Source: an optimization exercise on an open RTL-to-GDS flow (aim: a short achievable clock period and few clock cycles). Production flows keep margins and buffers that such runs may drop.
The RTL of this run was laid out without a check of its function.
Power figures rest on the tool's default switching activity, not on a simulated workload.

==> flow/design.v <==
module RISC_V(clk, rst, imem_addr, imem_rdata, dmem_addr, dmem_wdata, dmem_we, dmem_rdata);
    input clk, rst;
    output [31:0] imem_addr;
    input [31:0] imem_rdata;
    output [31:0] dmem_addr, dmem_wdata;
    output dmem_we;
    input [31:0] dmem_rdata;
    localparam NBTB = 2;
    reg [31:0] pc_f;
    reg        d_valid;
    reg [31:0] d_ir, d_pc;
    reg        d_pred;
    reg [31:0] d_pred_ir;
    reg        e_valid;
    reg [4:0]  e_rd;
    reg        e_we, e_load, e_store, e_branch, e_jalr, e_pred;
    reg [2:0]  e_f3;
    reg [5:0]  e_sel;             
    reg        e_sub, e_unsigned;
    reg [31:0] e_a, e_b, e_r2, e_imm, e_alt, e_link;
    reg        m_valid;
    reg [4:0]  m_rd;
    reg        m_we, m_load, m_store;
    reg [31:0] m_val, m_wdata;
    reg [31:0] rf [1:31];
    reg [NBTB-1:0]      btb_v;
    reg [32*NBTB-1:0]   btb_tag, btb_tgt, btb_ir;
    reg [NBTB-1:0]      btb_ptr;      
    reg [NBTB-1:0]      d_pred_hit;
    reg [NBTB-1:0] f_hitv;
    reg [31:0] f_hit_tgt, f_hit_ir;
    integer k;
    always @* begin
        f_hit_tgt = 32'd0;
        f_hit_ir = 32'd0;
        for (k = 0; k < NBTB; k = k + 1) begin
            f_hitv[k] = btb_v[k] && (btb_tag[32*k +: 32] == pc_f);
            f_hit_tgt = f_hit_tgt | ({32{f_hitv[k]}} & btb_tgt[32*k +: 32]);
            f_hit_ir = f_hit_ir | ({32{f_hitv[k]}} & btb_ir[32*k +: 32]);
        end
    end
    wire f_hit = |f_hitv;
    assign imem_addr = pc_f;
    wire [6:0] op  = d_ir[6:0];
    wire [4:0] rd  = d_ir[11:7];
    wire [2:0] f3  = d_ir[14:12];
    wire [4:0] rs1 = d_ir[19:15];
    wire [4:0] rs2 = d_ir[24:20];
    wire       f7b = d_ir[30];
    wire is_r     = (op == 7'b0110011);
    wire is_i     = (op == 7'b0010011);
    wire is_load  = (op == 7'b0000011);
    wire is_store = (op == 7'b0100011);
    wire is_br    = (op == 7'b1100011);
    wire is_lui   = (op == 7'b0110111);
    wire is_jal   = (op == 7'b1101111);
    wire is_jalr  = (op == 7'b1100111);
    wire [31:0] imm_i = {{20{d_ir[31]}}, d_ir[31:20]};
    wire [31:0] imm_s = {{20{d_ir[31]}}, d_ir[31:25], d_ir[11:7]};
    wire [31:0] imm_b = {{20{d_ir[31]}}, d_ir[7], d_ir[30:25], d_ir[11:8], 1'b0};
    wire [31:0] imm_j = {{12{d_ir[31]}}, d_ir[19:12], d_ir[20], d_ir[30:21], 1'b0};
    wire [31:0] imm_u = {d_ir[31:12], 12'd0};
    wire use1 = is_r | is_i | is_load | is_store | is_br | is_jalr;
    wire use2 = is_r | is_store | is_br;
    wire writes = (is_r | is_i | is_load | is_lui | is_jal | is_jalr) && (rd != 5'd0);
    reg [5:0] sel;
    reg       sub, uns;
    always @* begin
        sel = 6'b000001;
        sub = 1'b0;
        uns = 1'b0;
        if (is_r) begin
            case (f3)
                3'b000: begin sel = 6'b000001; sub = f7b; end
                3'b010: begin sel = 6'b010000; sub = 1'b1; end
                3'b011: begin sel = 6'b010000; sub = 1'b1; uns = 1'b1; end
                3'b110: sel = 6'b000100;
                3'b111: sel = 6'b000010;
                3'b100: sel = 6'b001000;
                default: sel = 6'b000001;
            endcase
        end else if (is_i) begin
            case (f3)
                3'b010: begin sel = 6'b010000; sub = 1'b1; end
                3'b011: begin sel = 6'b010000; sub = 1'b1; uns = 1'b1; end
                3'b110: sel = 6'b000100;
                3'b111: sel = 6'b000010;
                3'b100: sel = 6'b001000;
                default: sel = 6'b000001;
            endcase
        end else if (is_jal | is_jalr) begin
            sel = 6'b100000;
        end
    end
    wire [31:0] e_res;
    wire [31:0] m_res = m_load ? dmem_rdata : m_val;
    wire fe1 = e_valid & e_we & (e_rd == rs1);
    wire fe2 = e_valid & e_we & (e_rd == rs2);
    wire fm1 = m_valid & m_we & (m_rd == rs1);
    wire fm2 = m_valid & m_we & (m_rd == rs2);
    wire [31:0] rf1 = (rs1 == 5'd0) ? 32'd0 : rf[rs1];
    wire [31:0] rf2 = (rs2 == 5'd0) ? 32'd0 : rf[rs2];
    wire [31:0] v1 = fe1 ? e_res : fm1 ? m_res : rf1;
    wire [31:0] v2 = fe2 ? e_res : fm2 ? m_res : rf2;
    wire [31:0] d_immv = is_store ? imm_s : is_lui ? imm_u : imm_i;
    wire stall = d_valid & e_valid & e_load & e_we &
                 ((use1 & (e_rd == rs1)) | (use2 & (e_rd == rs2)));
    wire [31:0] d_bimm = is_jal ? imm_j : imm_b;
    wire [31:0] d_tgt = d_pc + d_bimm;
    wire [31:0] d_pc4 = d_pc + 32'd4;
    wire want_taken = is_jal | (is_br & d_ir[31]);
    wire pred_ok = d_pred & (d_pred_ir == d_ir);
    wire e_redirect;
    wire d_redirect = d_valid & ~stall & ~e_redirect &
                      (want_taken ? ~pred_ok : d_pred);
    wire [31:0] d_redir_pc = want_taken ? d_tgt : d_pc4;
    wire btb_ins = d_redirect & want_taken;
    wire [31:0] bx = e_sub ? ~e_b : e_b;
    wire [32:0] sum33 = {1'b0, e_a} + {1'b0, bx} + {32'd0, e_sub};
    wire [31:0] sum = sum33[31:0];
    wire ltu = ~sum33[32];
    wire lts = (e_a[31] ^ e_b[31]) ? e_a[31] : sum[31];
    wire slt = e_unsigned ? ltu : lts;
    assign e_res = ({32{e_sel[0]}} & sum) |
                   ({32{e_sel[1]}} & (e_a & e_b)) |
                   ({32{e_sel[2]}} & (e_a | e_b)) |
                   ({32{e_sel[3]}} & (e_a ^ e_b)) |
                   ({31'd0, e_sel[4] & slt}) |
                   ({32{e_sel[5]}} & e_link);
    wire beq_c = (e_a == e_r2);
    wire blt_c = ($signed(e_a) < $signed(e_r2));
    reg  taken;
    always @* begin
        case (e_f3)
            3'b000: taken = beq_c;
            3'b001: taken = ~beq_c;
            3'b100: taken = blt_c;
            3'b101: taken = ~blt_c;
            default: taken = 1'b0;
        endcase
    end
    wire [31:0] jalr_tgt = e_a + e_imm;
    wire e_br_miss = e_valid & e_branch & (taken ^ e_pred);
    wire e_jr = e_valid & e_jalr;
    assign e_redirect = e_br_miss | e_jr;
    wire [31:0] pc_next = e_jr ? jalr_tgt :
                          e_br_miss ? e_alt :
                          d_redirect ? d_redir_pc :
                          stall ? pc_f :
                          f_hit ? f_hit_tgt : pc_f + 32'd4;
    always @(posedge clk or posedge rst) begin
        if (rst) begin
            pc_f <= 32'd0;
            d_valid <= 1'b0;
            e_valid <= 1'b0;
            m_valid <= 1'b0;
            m_store <= 1'b0;
        end else begin
            pc_f <= pc_next;
            if (e_redirect | d_redirect)
                d_valid <= 1'b0;
            else if (!stall)
                d_valid <= 1'b1;
            e_valid <= d_valid & ~stall & ~e_redirect;
            m_valid <= e_valid;
            m_store <= e_valid & e_store;
        end
    end
    always @(posedge clk) begin
        if (!stall) begin
            d_ir <= imem_rdata;
            d_pc <= pc_f;
            d_pred <= f_hit;
            d_pred_ir <= f_hit_ir;
            d_pred_hit <= f_hitv;
        end
    end
    always @(posedge clk) begin
        e_rd <= rd;
        e_we <= writes;
        e_load <= is_load;
        e_store <= is_store;
        e_branch <= is_br;
        e_jalr <= is_jalr;
        e_pred <= want_taken;
        e_f3 <= f3;
        e_sel <= sel;
        e_sub <= sub;
        e_unsigned <= uns;
        e_a <= is_lui ? 32'd0 : v1;
        e_b <= (is_r | is_br) ? v2 : d_immv;
        e_r2 <= v2;
        e_imm <= imm_i;
        e_alt <= d_ir[31] ? d_pc4 : d_tgt;
        e_link <= d_pc4;
    end
    always @(posedge clk) begin
        m_rd <= e_rd;
        m_we <= e_we;
        m_load <= e_load;
        m_val <= e_res;
        m_wdata <= e_r2;
    end
    always @(posedge clk) begin
        if (m_valid && m_we)
            rf[m_rd] <= m_res;
    end
    wire [NBTB-1:0] btb_wsel = d_pred ? d_pred_hit : btb_ptr;
    always @(posedge clk or posedge rst) begin
        if (rst) begin
            btb_ptr <= {{(NBTB-1){1'b0}}, 1'b1};
            btb_v <= {NBTB{1'b0}};
        end else if (btb_ins) begin
            btb_v <= btb_v | btb_wsel;
            if (!d_pred) btb_ptr <= {btb_ptr[NBTB-2:0], btb_ptr[NBTB-1]};
        end
    end
    always @(posedge clk) begin
        for (k = 0; k < NBTB; k = k + 1) begin
            if (btb_ins && btb_wsel[k]) begin
                btb_tag[32*k +: 32] <= d_pc;
                btb_tgt[32*k +: 32] <= d_tgt;
                btb_ir[32*k +: 32] <= d_ir;
            end
        end
    end
    assign dmem_addr = m_val;
    assign dmem_wdata = m_wdata;
    assign dmem_we = m_store;
endmodule
==> flow/run.sh <==
#!/bin/bash
# synth_recipe.tcl (not shown) runs the flow's synth.tcl, then flattens the netlist and writes it again
# the make line also repeats each setting of config.mk as NAME=value (left out here)
make -C /OpenROAD-flow-scripts/flow DESIGN_CONFIG=/design/flow/config.mk WORK_HOME=/design/flow/orfs CLKGATE_MAP_FILE= SYNTH_SCRIPT=/design/flow/synth_recipe.tcl finish
==> flow/config.mk <==
export PLATFORM = sky130hd
export DESIGN_NAME = RISC_V
export DESIGN_NICKNAME = RISC_V
export VERILOG_FILES = /design/flow/design.v
export SDC_FILE = /design/flow/constraint.sdc
export NUM_CORES = 4
export LEC_CHECK = 0
export CAP_MARGIN = 20
export CORE_MARGIN = 2
export CORE_UTILIZATION = 40
export SETUP_SLACK_MARGIN = 2.5
export SLEW_MARGIN = 20
==> flow/constraint.sdc <==
create_clock -name core_clock -period 8.8 [get_ports {clk}]
set_input_delay 1.7600 -clock core_clock [delete_from_list [all_inputs] [get_ports {clk}]]
set_output_delay 1.7600 -clock core_clock [all_outputs]
set_load 0.01 [all_outputs]
==> results.txt <==
[cells in the mapped netlist (14+ instances only)]
cell type and instances:
nor3_1 51, ha_1 190, mux4_2 543, nand4_1 24, o21ai_0 122, dfxtp_1 274
and2_1 19, buf_2 28, o211ai_1 23, a22oi_1 45, mux2i_1 155, edfxtp_1 1281
nor2b_1 18, nand2b_1 14, xnor2_1 87, a211oi_1 159, o22ai_1 40, inv_1 197
dfrtp_1 39, or3_1 16, mux2_2 54, o21a_1 15, nand2_1 187, and3_1 26
clkbuf_1 243, nand3_1 56, a22o_1 38, a21oi_1 231, xor2_1 189, nor2_1 324
o21bai_1 17, a221oi_1 29, buf_1 64, a31oi_1 25, nor4_1 28, a21o_1 54
[worst max-delay path by stage]
stage / endpoint / start / cells past startpoint / slack, ns
final: btb_tag[46] / e_a[31] / 13 / 2.73
after global routing: btb_tgt[57] / e_a[31] / 13 / 2.53
after global placement: btb_tag[60] / e_a[31] / 13 / 2.80
after CTS: btb_tag[50] / e_a[31] / 13 / 2.70
after floorplan: btb_ir[32] / e_a[31] / 11 / 1.52
after detailed placement: btb_tag[60] / e_a[31] / 13 / 2.70
[logic make-up after synthesis]
family                     count (synthesis)  share of synthesized area [%]
AOI/OAI and AO/OA                        907                          7.987
adders and majority gates                193                          3.202
DFF                                     1595                          59.06
muxes                                    754                          18.93
xor gates and xnor gates                 276                          3.176
and+or+nand+nor                          811                          4.935
buffers and inverters                    535                          2.704
[per-stage QoR]
stage	std cells	setup slack (ns)
2_1_floorplan	5071	1.523
3_3_place_gp	7525	2.803
3_5_place_dp	7525	2.701
4_1_cts	7830	2.705
5_1_grt	7830	2.526
6_report	7831	2.732
[state kept, by name (all words and copies together) (netlist names), 6 cells and up, named ones only]
register   flops
rf           992
e_b           32
btb_tag       64
e_alt         31
d_ir          32
e_a           32
e_link        32
e_sel          6
d_pred_ir     32
m_val         32
btb_tgt       62
btb_ir        64
e_imm         12
m_wdata       32
d_pc          32
pc_f          32
e_r2          32
[per-layer routing]
| layer | share of wire [%] | up-vias | GRT usage, % |
|---|---|---|---|
| met1 | 39 | 24907 | 32.69 |
| li1 | - | 20215 | - |
| met3 | 7.7 | 504 | 4.111 |
| met4 | 6.0 | 0 | 13.64 |
| met5 | 0 | - | 0 |
| met2 | 47 | 2301 | 40.33 |
[final cells by class]
| class | count | area (µm²) |
|---|---|---|
| timing repair buffer | 280 | 2620 |
| inverter | 198 | 748.2 |
| sequential | 1595 | 44990 |
| multi-input combinational | 2941 | 29440 |
| clock buffer | 202 | 4413 |
| fill | 16346 | 103300 |
| antenna | 1 | 2.502 |
| clock inverter | 103 | 954.7 |
| tap | 2511 | 3142 |
[critical path, stage by stage, from the launching register on]
cell and delay, ns:
dfxtp_1 0.46, ha_1 0.38, nand4_2 0.16, a21oi_1 0.06
a2111oi_1 0.83, a211oi_1 0.20, a2111o_1 0.44, o41ai_2 0.46
mux2i_2 0.12, buf_4 0.24, nor3_2 0.56, nand4_1 0.36
nor2_4 0.89, buf_12 0.40
[power by group through the flow]
stage	Clock [W]	Combinational (W)	Sequential, W
6_report	0.00700	0.00376	0.00985
5_1_grt	0.00739	0.00407	0.00988
4_1_cts	0.00711	0.00374	0.00983
3_5_place_dp	0	0.00371	0.00998
3_3_place_gp	0	0.00367	0.00998
2_1_floorplan	0	0.00236	0.00960
==> impl_results.md <==
- Count of port buffers added during placement: 162
- Share of the synthesized area in the top cell type: 50.54%
- DIE AREA: 193,800 µm²
- Biggest area consumer among synthesized cells: edfxtp_1
- Number of library cell types mapped by synthesis: 89
- Worst Setup End Kind: flop
- Share of power burned in combinational logic: 18.2%
- CTS Buf Count: 165
- Horizontal extent of the die: 440.2 µm
- Number of cell rows: 160
- Commonest cells after routing, fill and taps aside: 1,281 x edfxtp_1, 543 x mux4_2, 289 x nor2_1
- Sum Neg Setup Slack: 0 ns
- Via count of the first global-routing pass: 47,329
- Path type of the worst min-delay path: reg -> reg
- Final net count: 5,440
- Initial core utilization: 40.15%
- Maximum level of the CTS H-tree: 4
- Final clock period utilization by the worst path: 68.95%
- Prevailing post-synth register cell: edfxtp_1
- Worst R2R End: btb_tag[46]
- Drc violations: 0
- Internal Power: 0.01452 W
- Worst setup SP type: flop
- CTS Root Cell: clkbuf_16
- Area of the core: 189,600 µm²
- Total track usage: 25.13%
- Part of the total power dissipated in sequential elements: 47.8%
- Leakage power: 29.91 nW
- Clock skew: 0.03237 ns
- Fin Hold WS: 0.3429 ns
- Wire length of the first global-routing pass: 347,400 µm
- Post-CTS Resized: 0
- Antenna violations before repair: 3
- Worst-case headroom to the max-slew limit: 25.04%
- Worst-case reg-to-reg path depth: 13
- Worst-Skew Late Latency: 0.84 ns
- Relative area change from synthesis to final layout: 13.40%
- Max VDD drop: 0.2214 mV
- Drt total wl: 245,400 µm
- Final Hold Fails: 0
- Number of flops mapped to enable cells by yosys: 1,281
- Req. time, crit path: 9.25 ns
- Synth top area cells: edfxtp_1 51%, mux4_2 16%, dfxtp_1 7.2%, ha_1 3.1%, xor2_1 2.2%
- Number of synthesized register bits: 1,595
- Fraction of final layout cells sized beyond drive strength 1: 19.57%
- Final number of max-transition violations: 0
- Pin slew with the least headroom to its limit: 1.122 ns
- Endpoint of the worst hold-timing path: m_wdata[13]
- Hold-critical path depth: 0
- Class of the most critical setup path: reg -> reg
- Timing-limited maximum frequency: 0.1648 GHz
- Sequential-to-total area share from yosys stat: 59.06%
- Number of DRC markers after the initial detailed-route iteration: 5,921
- Net Sw Frac: 29.55%
- Number of hold buffers added after CTS: 0
- Max Buffers Root-to-Sink: 3
- TritonCTS sink count: 1,595
- Instance area at placement: 80,940 µm²
- Arrival time of the worst setup path: 6.52 ns
- Switching Power: 0.006090 W
- Post-layout power: 0.02061 W
- Number of detailed-route iterations in the first pass: 6
- Post-Syn Instances: 5,071
- Power density over cell area: 238.8 nW/µm²
- Height of the chip: 440.2 µm
- Clock tree from TritonCTS: yes
- Max-cap violations: 0
- Slack of the worst reg-to-reg path: 2.73 ns
- Net count after synthesis: 5,330
- Share of synthesized flip-flops with an asynchronous set or reset: 2.508%
- Result of the run: complete, no violations
- Clock transition at path regs: 0.06 ns
- Share of the core filled with cells in the final layout: 45.53%
- DRT antenna net count: 0
- Final setup fails: 0
- Min Clock Period, post-route: 6.068 ns
- Final standard cell area without fillers: 86,310 µm²
- Grt total ovfl: 0
- Share of total power in the clock network: 34.0%
- Overall via count from detail_route: 47,927
- Number of I/O pins: 163
- Commonest non-fill, non-tap cell in the layout: edfxtp_1
- Mean instance size in the synthesized netlist: 15.01 µm²
- Number of buffers inserted by post-CTS setup repair: 0
- Critical R2R Launch: e_a[31]
- Syn. warnings: 1
- Weighted congestion reported at the end of routability-driven placement: 0.9384
- Post-synthesis instance area: 76,110 µm²
- Unrepaired setup endpoints after global routing: false
- Vias/cell: 6.120
- HPWL Detailed: 148,000 µm
- Drt wl/cell: 31.34 µm
- Critical-path maximum fanout: 64
- Hold wc startpoint: e_r2[13]
- Pin count of the biggest net entering global routing: 127

==> what the ideal ports hide <==
The flow's constraints put no driver on any port. The routed layout listed below was extracted and timed again, unchanged, in two steps. Step 1, drivers: a clkbuf_16 drives clk and a buf_2 each remaining input, both assumed. Step 2 also shifts input and output timing later by t, the mid clock arrival at the registers, as if the neighbouring blocks saw the same clock. Three values: ideal ports, drivers, drivers and shift; two values: the first two.
t, ns: 0.917
slack for setup (ns): 2.732 / 2.732 / 2.732
worst hold slack (ns): 0.343 / 0.343 / 0.343
worst register clock-pin slew, ns: 0.07 / 0.07
pins driven straight from the clock port: 1
After both steps this run still meets setup and hold. For this run, drivers alone change the setup slack by 0.000 ns; drivers and shift together by 0.000 ns.
